This design comes from an exercise in tuning for small area, a short achievable clock period and few clock cycles per item on the open sky130 flow, not from production work.
Function was checked by simulation only, so behaviour that the tests miss may differ from the original.
Power figures rest on the tool's default switching activity, not on a simulated workload.

Setup of the previous run:
Design PolyMult, start of the top module:
module PolyMult(clk, rst, start, A3, A2, A1, A0, B3, B2, B1, B0, finish, C3, C2, C1, C0);
export LEC_CHECK = 0
export CAP_MARGIN = 20
export CORE_MARGIN = 2
export CORE_UTILIZATION = 40
export SLEW_MARGIN = 20
create_clock -name core_clock -period 6.0 [get_ports {clk}]
run.sh (not shown) runs the stock make flow with config.mk's settings and CLKGATE_MAP_FILE= SYNTH_SCRIPT=/design/flow/synth_recipe.tcl, a recipe that flattens the netlist after the stock synthesis.
Nothing crashed in the previous run and all stages finished; the problem is that the final layout failed, the offending checks being setup timing.
Testbench counts of the previous run, summed over its fixed seeds: cycles 804, items 800.
The inputs of the current run differ from those of the previous run as listed below.
==> flow/flow/run.sh (new file) <==
#!/bin/bash
# The standard layout, except that synthesis leaves full/half adders to ABC
# instead of mapping them to the library's fa/ha cells (ADDER_MAP_FILE empty).
set -euo pipefail
bash standard.sh ADDER_MAP_FILE= finish > standard_flow.log 2>&1
==> flow/standard.sh (new file) <==
#!/bin/bash
# synth_recipe.tcl (not shown) runs the flow's synth.tcl, then flattens the netlist and writes it again
# the make line also repeats each setting of config.mk as NAME=value (left out here)
make -C /OpenROAD-flow-scripts/flow DESIGN_CONFIG=/design/flow/config.mk WORK_HOME=/design/flow/orfs CLKGATE_MAP_FILE= SYNTH_SCRIPT=/design/flow/synth_recipe.tcl "${@:-finish}"
removed: flow/run.sh
[summary]
Changes observed in the current run relative to the previous run: number of buffer cells added on primary ports did not really move, met2 global-route usage has decreased, cell count moved up, met1 global-route usage has decreased. Area after detailed placement on the current run is up relative to the previous run. Of the two values seen for timing endpoint of the critical path, C2[7] was produced by the current run and C0[7] by the previous run. The worst-case headroom to the max-slew limit of the current run was inferior to that of the previous run. The current run against the previous run: number of gates given a new drive strength after cts -265; total wire length after detailed routing -1.5 mm; sequential portion of the cell area ~0 delta. In the current run, the fraction of area in multi-input gates came out 16 points above the value in the previous run. Global-route wire length before repair (lower): the previous run. Status for the current run and the previous run: clean finish in the current run only. Run comparison: the current run most common cell after layout, fill and taps aside sky130_fd_sc_hd__nand2_1; the previous run most common cell after layout, fill and taps aside sky130_fd_sc_hd__and2_1.

========
Another version of the RTL of PolyMult (not shown whole).
Size: about 2100 cells after synthesis, ~33 flip-flops, ~100 I/O pins, ~17000 sq um of cells after synthesis.
clock: 6.0 ns
lec_check: 0
cap_margin: 20
core_margin: 2
core_utilization: 40
slew_margin: 20
standard.sh (not shown) runs the stock make flow with config.mk's settings and CLKGATE_MAP_FILE= SYNTH_SCRIPT=/design/flow/synth_recipe.tcl, a recipe that flattens the netlist after the stock synthesis.
==> flow/flow/run.sh <==
#!/bin/bash
# The standard layout (the standard.sh) with these ORFS variables changed:
#   ADDER_MAP_FILE= BUFFER_PORTS_ARGS='-buffer_cell sky130_fd_sc_hd__buf_2'
# The whole make output goes to standard_flow.log; ORFS keeps each step's log under orfs/logs/.
set -euo pipefail
bash standard.sh ADDER_MAP_FILE= BUFFER_PORTS_ARGS='-buffer_cell sky130_fd_sc_hd__buf_2' finish > standard_flow.log 2>&1
The starting point finished with timing, DRC and antenna clean.
Testbench counts at the start, summed over its fixed seeds: cycles 804, items 800.
Then changed:
==> flow/flow/run.sh (replaced) <==
#!/bin/bash
# The standard layout (the standard.sh) with these ORFS variables changed:
#   BUFFER_PORTS_ARGS='-buffer_cell sky130_fd_sc_hd__buf_4'
# The whole make output goes to standard_flow.log; ORFS keeps each step's log under orfs/logs/.
set -euo pipefail
bash standard.sh BUFFER_PORTS_ARGS='-buffer_cell sky130_fd_sc_hd__buf_4' finish > standard_flow.log 2>&1
- CORE_UTILIZATION: 40 -> 65
Total power came out lower by a few percent.
Design area came out lower by about a fifth.
Setup slack loses 0.57 ns.
Then changed:
==> flow/run.sh (new file) <==
#!/bin/bash
# synth_recipe.tcl (not shown) runs the flow's synth.tcl, then flattens the netlist and writes it again
# the make line also repeats each setting of config.mk as NAME=value (left out here)
make -C /OpenROAD-flow-scripts/flow DESIGN_CONFIG=/design/flow/config.mk WORK_HOME=/design/flow/orfs CLKGATE_MAP_FILE= SYNTH_SCRIPT=/design/flow/synth_recipe.tcl finish
- CORE_UTILIZATION: 65 -> 40
removed: flow/flow/run.sh
removed: flow/standard.sh
After rerunning: The new run finished with timing, DRC and antenna clean. Synthesized cell count is unchanged. Clock-buffer cell count goes up by 2. Sequential cell count stays the same. Core utilization goes down by 23 points. Maximum frequency goes down by about 5%. Die area goes up by 61%.
Then changed:
==> flow/flow/run.sh (new file) <==
#!/bin/bash
# The standard layout (the standard.sh) with these ORFS variables changed:
#   BUFFER_PORTS_ARGS='-buffer_cell sky130_fd_sc_hd__buf_2'
# The whole make output goes to standard_flow.log; ORFS keeps each step's log under orfs/logs/.
set -euo pipefail
bash standard.sh BUFFER_PORTS_ARGS='-buffer_cell sky130_fd_sc_hd__buf_2' finish > standard_flow.log 2>&1
==> flow/standard.sh (new file) <==
#!/bin/bash
# synth_recipe.tcl (not shown) runs the flow's synth.tcl, then flattens the netlist and writes it again
# the make line also repeats each setting of config.mk as NAME=value (left out here)
make -C /OpenROAD-flow-scripts/flow DESIGN_CONFIG=/design/flow/config.mk WORK_HOME=/design/flow/orfs CLKGATE_MAP_FILE= SYNTH_SCRIPT=/design/flow/synth_recipe.tcl "${@:-finish}"
removed: flow/run.sh
Result: The changed run passed the timing, design-rule and antenna checks. Wire length falls by a little under a tenth. Final cell count falls by a few percent. Sequential share of layout area rises by 0.38 points.

========
Setup of run 1:
PolyMult, a different RTL version from the one above (not shown whole).
For scale: about 1,400 cells after synthesis, about 100 I/O pins, ~0.013 mm² of cells after synthesis.
==> flow/config.mk <==
export PLATFORM = sky130hd
export DESIGN_NAME = PolyMult
export DESIGN_NICKNAME = PolyMult
export VERILOG_FILES = /design/flow/design.v
export SDC_FILE = /design/flow/constraint.sdc
export NUM_CORES = 4
export LEC_CHECK = 0
export CAP_MARGIN = 20
export CORE_MARGIN = 2
export CORE_UTILIZATION = 72
export PLACE_DENSITY = 0.7
export SLEW_MARGIN = 20
export SYNTH_HIERARCHICAL = 1
export SYNTH_MINIMUM_KEEP_SIZE = 0
==> flow/constraint.sdc <==
create_clock -name core_clock -period 6.0 [get_ports {clk}]
set_input_delay 1.2000 -clock core_clock [delete_from_list [all_inputs] [get_ports {clk}]]
set_output_delay 1.2000 -clock core_clock [all_outputs]
set_load 0.01 [all_outputs]
==> flow/flow/run.sh <==
#!/bin/bash
# The standard layout (the standard.sh) with these ORFS variables changed:
#   port buffers: sky130_fd_sc_hd__buf_4, then resized after global placement by their load
#   
# The whole make output goes to standard_flow.log; ORFS keeps each step's log under orfs/logs/.
set -euo pipefail
bash standard.sh BUFFER_PORTS_ARGS='-buffer_cell sky130_fd_sc_hd__buf_4' POST_GLOBAL_PLACE_TCL=$(pwd)/flow/post_gpl.tcl  finish > standard_flow.log 2>&1
==> flow/flow/post_gpl.tcl <==
# After global placement: the output ports drive only a 10 fF load and have
# ample slack, so their port buffers are made the smallest buffer.
foreach inst [get_cells output*] {
  if {[get_property $inst ref_name] eq "sky130_fd_sc_hd__buf_4"} {
    replace_cell $inst sky130_fd_sc_hd__buf_1
  }
}
foreach inst [get_cells input*] {
  if {[get_property $inst ref_name] ne "sky130_fd_sc_hd__buf_4"} continue
  set port [get_full_name [get_nets -of_objects [get_pins [get_full_name $inst]/A]]]
  if {![regexp {^[AB][0-3]\[([0-7])\]$} $port -> bit]} continue
  if {$bit <= 2} {
    replace_cell $inst sky130_fd_sc_hd__buf_8
  } elseif {$bit <= 4} {
    replace_cell $inst sky130_fd_sc_hd__buf_6
  } elseif {$bit >= 6} {
    replace_cell $inst sky130_fd_sc_hd__buf_2
  }
}
Testbench counts of run 1, summed over its fixed seeds: cycles 804, items 800.
--- input diff run 1..run 2 ---
Settings: swapping 72 for 65 in CORE_UTILIZATION; clearing PLACE_DENSITY, which used to be 0.7.
Notes after the runs:
Diff run 2..run 1 | data arrival time at the worst-slack endpoint | negligible. The core utilization of run 2 is lower than that of run 1. Clock power went down by more than 10% going from run 1 to run 2. Run 2 ends up with a number of vias after detailed routing that is 2.6% lower than in run 1. Run 2 vs. run 1: layout-stage area growth over the synthesis result +0.23 points; power after layout -0.00011 W. Diff run 2..run 1 | global-route wire length before repair | negligible.

========
== build 63 ==
Another version of the RTL of PolyMult (not shown whole).
For scale: about 33 flip-flops.
export LEC_CHECK = 0
export CAP_MARGIN = 20
export CORE_MARGIN = 2
export CORE_UTILIZATION = 65
export GPL_ROUTABILITY_DRIVEN = 0
export SLEW_MARGIN = 20
export SYNTH_HIERARCHICAL = 1
export SYNTH_MINIMUM_KEEP_SIZE = 0
create_clock -name core_clock -period 6.0 [get_ports {clk}]
Scripts as last shown in full above: flow/flow/run.sh, flow/flow/post_gpl.tcl
Build 63: flow completed, timing, DRC and antenna clean
Testbench counts of build 63, summed over its fixed seeds: cycles 804, items 800.
> inputs changed (build 63 -> build 35)
# build 63
export LEC_CHECK = 0
export CAP_MARGIN = 20
export CORE_MARGIN = 2
export CORE_UTILIZATION = 65
export GPL_ROUTABILITY_DRIVEN = 0
export SLEW_MARGIN = 20
export SYNTH_HIERARCHICAL = 1
export SYNTH_MINIMUM_KEEP_SIZE = 0
create_clock -name core_clock -period 6.0 [get_ports {clk}]
# build 35
export LEC_CHECK = 0
export CAP_MARGIN = 20
export CORE_MARGIN = 2
export CORE_UTILIZATION = 65
export SLEW_MARGIN = 20
export SYNTH_HIERARCHICAL = 1
export SYNTH_MINIMUM_KEEP_SIZE = 0
create_clock -name core_clock -period 6.0 [get_ports {clk}]
==> flow/flow/run.sh <==
#!/bin/bash
# The standard layout (the standard.sh) with these ORFS variables changed:
#   port buffers: sky130_fd_sc_hd__buf_4, then output ones resized after global placement
#   
# The whole make output goes to standard_flow.log; ORFS keeps each step's log under orfs/logs/.
set -euo pipefail
bash standard.sh BUFFER_PORTS_ARGS='-buffer_cell sky130_fd_sc_hd__buf_4' POST_GLOBAL_PLACE_TCL=$(pwd)/flow/post_gpl.tcl  finish > standard_flow.log 2>&1
==> flow/flow/post_gpl.tcl <==
# After global placement: the output ports drive only a 10 fF load and have
# ample slack, so their port buffers are made the smallest buffer.
foreach inst [get_cells output*] {
  if {[get_property $inst ref_name] eq "sky130_fd_sc_hd__buf_4"} {
    replace_cell $inst sky130_fd_sc_hd__buf_1
  }
}
Results
- Comparing build 35 against build 63, there is no change at all in register bit count reported by yosys.
- The higher count of clock-buffer cells in the layout came out of build 63.
- Fmax: build 35 and build 63 compared, lower one is build 35
- Growth of design area from synthesis to finish ends up higher on build 63.
- Diff build 35..build 63 | sequential share of layout area | negligible
- The final-layout worst hold slack on build 63 is in line with that on build 35.
- Compared with build 63, build 35 degrades setup slack.
- Changes observed in build 35 relative to build 63: first-iteration detailed-routing DRC count now sits lower; total power now sits at about the same level; design area now sits lower.
> inputs changed (build 35 -> build 20)
==> flow/flow/run.sh <==
#!/bin/bash
# The standard layout (the standard.sh) with these ORFS variables changed:
#   port buffers: sky130_fd_sc_hd__buf_4, then resized after global placement by their load
#   
# The whole make output goes to standard_flow.log; ORFS keeps each step's log under orfs/logs/.
set -euo pipefail
bash standard.sh BUFFER_PORTS_ARGS='-buffer_cell sky130_fd_sc_hd__buf_4' POST_GLOBAL_PLACE_TCL=$(pwd)/flow/post_gpl.tcl  finish > standard_flow.log 2>&1
-- flow/flow/post_gpl.tcl --
<<< build 35, line 6
  }
}
>>> build 20, line 6
  }
}
foreach inst [get_cells input*] {
  if {[get_property $inst ref_name] ne "sky130_fd_sc_hd__buf_4"} continue
  set port [get_full_name [get_nets -of_objects [get_pins [get_full_name $inst]/A]]]
  if {![regexp {^[AB][0-3]\[([0-7])\]$} $port -> bit]} continue
  if {$bit <= 1} {
    replace_cell $inst sky130_fd_sc_hd__buf_12
  } elseif {$bit <= 3} {
    replace_cell $inst sky130_fd_sc_hd__buf_8
  } elseif {$bit <= 5} {
    replace_cell $inst sky130_fd_sc_hd__buf_6
  }
}
==> notes.md <==
- Going from build 35 to build 20, cell area after layout now sits higher, final cell utilization of the core rose 1.9 points, worst hold-check slack increased by 14 ps relative to the old numbers.
- On clock-pin transition on the worst setup and hold timing paths, build 20 and build 35 are basically level.
- Power in sequential cells essentially unchanged between build 35 and build 20.
- Against build 35, build 20 comes in 2.8 points lower on period utilization.
- Standby leakage power on build 20 is behind build 35.
- Summary: with build 35 as the reference, post-route total power in build 20 moved up slightly.
- Initial antenna violation count in build 20 vs build 35: up 1
Input-level comparison between build 6 and build 20:
-- flow/flow/post_gpl.tcl --
<<< build 20, line 10
  set port [get_full_name [get_nets -of_objects [get_pins [get_full_name $inst]/A]]]
  if {![regexp {^[AB][0-3]\[([0-7])\]$} $port -> bit]} continue
  if {$bit <= 1} {
    replace_cell $inst sky130_fd_sc_hd__buf_12
  } elseif {$bit <= 3} {
    replace_cell $inst sky130_fd_sc_hd__buf_8
  } elseif {$bit <= 5} {
    replace_cell $inst sky130_fd_sc_hd__buf_6
  }
}
>>> build 6, line 10
  set port [get_full_name [get_nets -of_objects [get_pins [get_full_name $inst]/A]]]
  if {![regexp {^[AB][0-3]\[([0-7])\]$} $port -> bit]} continue
  if {$bit <= 3} {
    replace_cell $inst sky130_fd_sc_hd__buf_6
  } elseif {$bit >= 6} {
    replace_cell $inst sky130_fd_sc_hd__buf_2
  }
}
Results
Build 6: all stages complete, timing, DRC and antenna checks passed. The final layout from build 20, which completed every stage, passed the timing, design-rule and antenna checks at the end of the flow. Build 6 and build 20 ended up with nearly the same fraction of layout instances using a drive strength above 1. Relative to build 20, the global-route wire length before repair measured on build 6 has decreased slightly. Looking at met2 layer wire length in the routed design, build 6 sits 0.64% below build 20. Delta(met3 wire length, build 6 - build 20) > 0. In the tables for build 6 and build 20, routed wire length reads higher with build 20.
What build 21 does differently from build 6 at the input level:
# build 6
export LEC_CHECK = 0
export CAP_MARGIN = 20
export CORE_MARGIN = 2
export CORE_UTILIZATION = 65
export SLEW_MARGIN = 20
export SYNTH_HIERARCHICAL = 1
export SYNTH_MINIMUM_KEEP_SIZE = 0
create_clock -name core_clock -period 6.0 [get_ports {clk}]
# build 21
export LEC_CHECK = 0
export CAP_MARGIN = 20
export CORE_MARGIN = 2
export CORE_UTILIZATION = 55
export SLEW_MARGIN = 20
export SYNTH_HIERARCHICAL = 1
export SYNTH_MINIMUM_KEEP_SIZE = 0
create_clock -name core_clock -period 6.0 [get_ports {clk}]
-- flow/flow/post_gpl.tcl --
<<< build 6, line 10
  set port [get_full_name [get_nets -of_objects [get_pins [get_full_name $inst]/A]]]
  if {![regexp {^[AB][0-3]\[([0-7])\]$} $port -> bit]} continue
  if {$bit <= 3} {
    replace_cell $inst sky130_fd_sc_hd__buf_6
  } elseif {$bit >= 6} {
>>> build 21, line 10
  set port [get_full_name [get_nets -of_objects [get_pins [get_full_name $inst]/A]]]
  if {![regexp {^[AB][0-3]\[([0-7])\]$} $port -> bit]} continue
  if {$bit <= 2} {
    replace_cell $inst sky130_fd_sc_hd__buf_8
  } elseif {$bit <= 4} {
    replace_cell $inst sky130_fd_sc_hd__buf_6
  } elseif {$bit >= 6} {
--- outcome ---
Lower clock-cell share of area goes to build 6 over build 21.
Design area (build 21 over build 6): increase, 1.5%
Changes observed in build 21 relative to build 6: die height saw an increase; wire length saw an increase; hold slack saw a decrease; power density over the cells saw little to no change.
NOTE: count of clock-buffer cells in the layout in build 21 falls short of that of build 6
Compared to build 6, build 21 has setup slack of the critical path after layout 32 ps higher.
Re net switching fraction of the power: build 21 is 0.23 points down on build 6.
Slew of the pin with the lowest slew margin: lower on build 21

what the ideal ports hide:
No port has a modelled driver above. Below, the same layouts with a new extraction and two added sets of constraints.
Step 1 assumes that a clkbuf_16 drives the clock port and a buf_2 every other input.
Step 2 moves the port delays by t, midway between the first and last clock arrival at a register: inputs arrive t later, outputs are due t later. That takes back most of the time a late clock gives input paths.
Three values: no drivers, after step 1, after step 2; two values: the first two.
run | shift t [ns] | setup slack, ns | worst register clock-pin slew, ns | worst data-port slew with drivers (ns) | pins driven straight from the clock port
the previous run | 0.363 | -0.201 / -0.176 / -0.539 | 0.08 / 0.08 | 0.05 | 1
the current run | 0.353 | 0.620 / 0.646 / 0.293 | 0.06 / 0.06 | 0.04 | 1
the first run of note 2 | 0.351 | 1.049 / 1.056 / 0.705 | 0.06 / 0.06 | 0.06 | 1
the second run of note 2 | 0.340 | 0.483 / 0.483 / 0.143 | 0.06 / 0.06 | 0.07 | 1
the third run of note 2 | 0.343 | 0.182 / 0.208 / -0.135 | 0.06 / 0.06 | 0.04 | 1
the fourth run of note 2 | 0.349 | 0.469 / 0.496 / 0.147 | 0.06 / 0.06 | 0.06 | 1
run 1 | 0.341 | 1.302 / 1.297 / 0.957 | 0.06 / 0.06 | 0.06 | 1
run 2 | 0.337 | 1.312 / 1.302 / 0.965 | 0.06 / 0.06 | 0.07 | 1
build 63 | 0.349 | 1.086 / 1.086 / 0.737 | 0.06 / 0.06 | 0.06 | 1
build 35 | 0.354 | 0.923 / 0.945 / 0.591 | 0.06 / 0.06 | 0.04 | 1
build 20 | 0.342 | 1.092 / 1.100 / 0.758 | 0.07 / 0.07 | 0.08 | 1
build 6 | 0.347 | 1.041 / 1.045 / 0.698 | 0.06 / 0.06 | 0.06 | 1
build 21 | 0.344 | 1.073 / 1.063 / 0.720 | 0.07 / 0.07 | 0.07 | 1
Met with ideal ports but missed after step 2: setup timing in the third run of note 2. The setup slack of build 21, which loses most, moves by -0.010 ns with the drivers and by -0.353 ns with both steps.
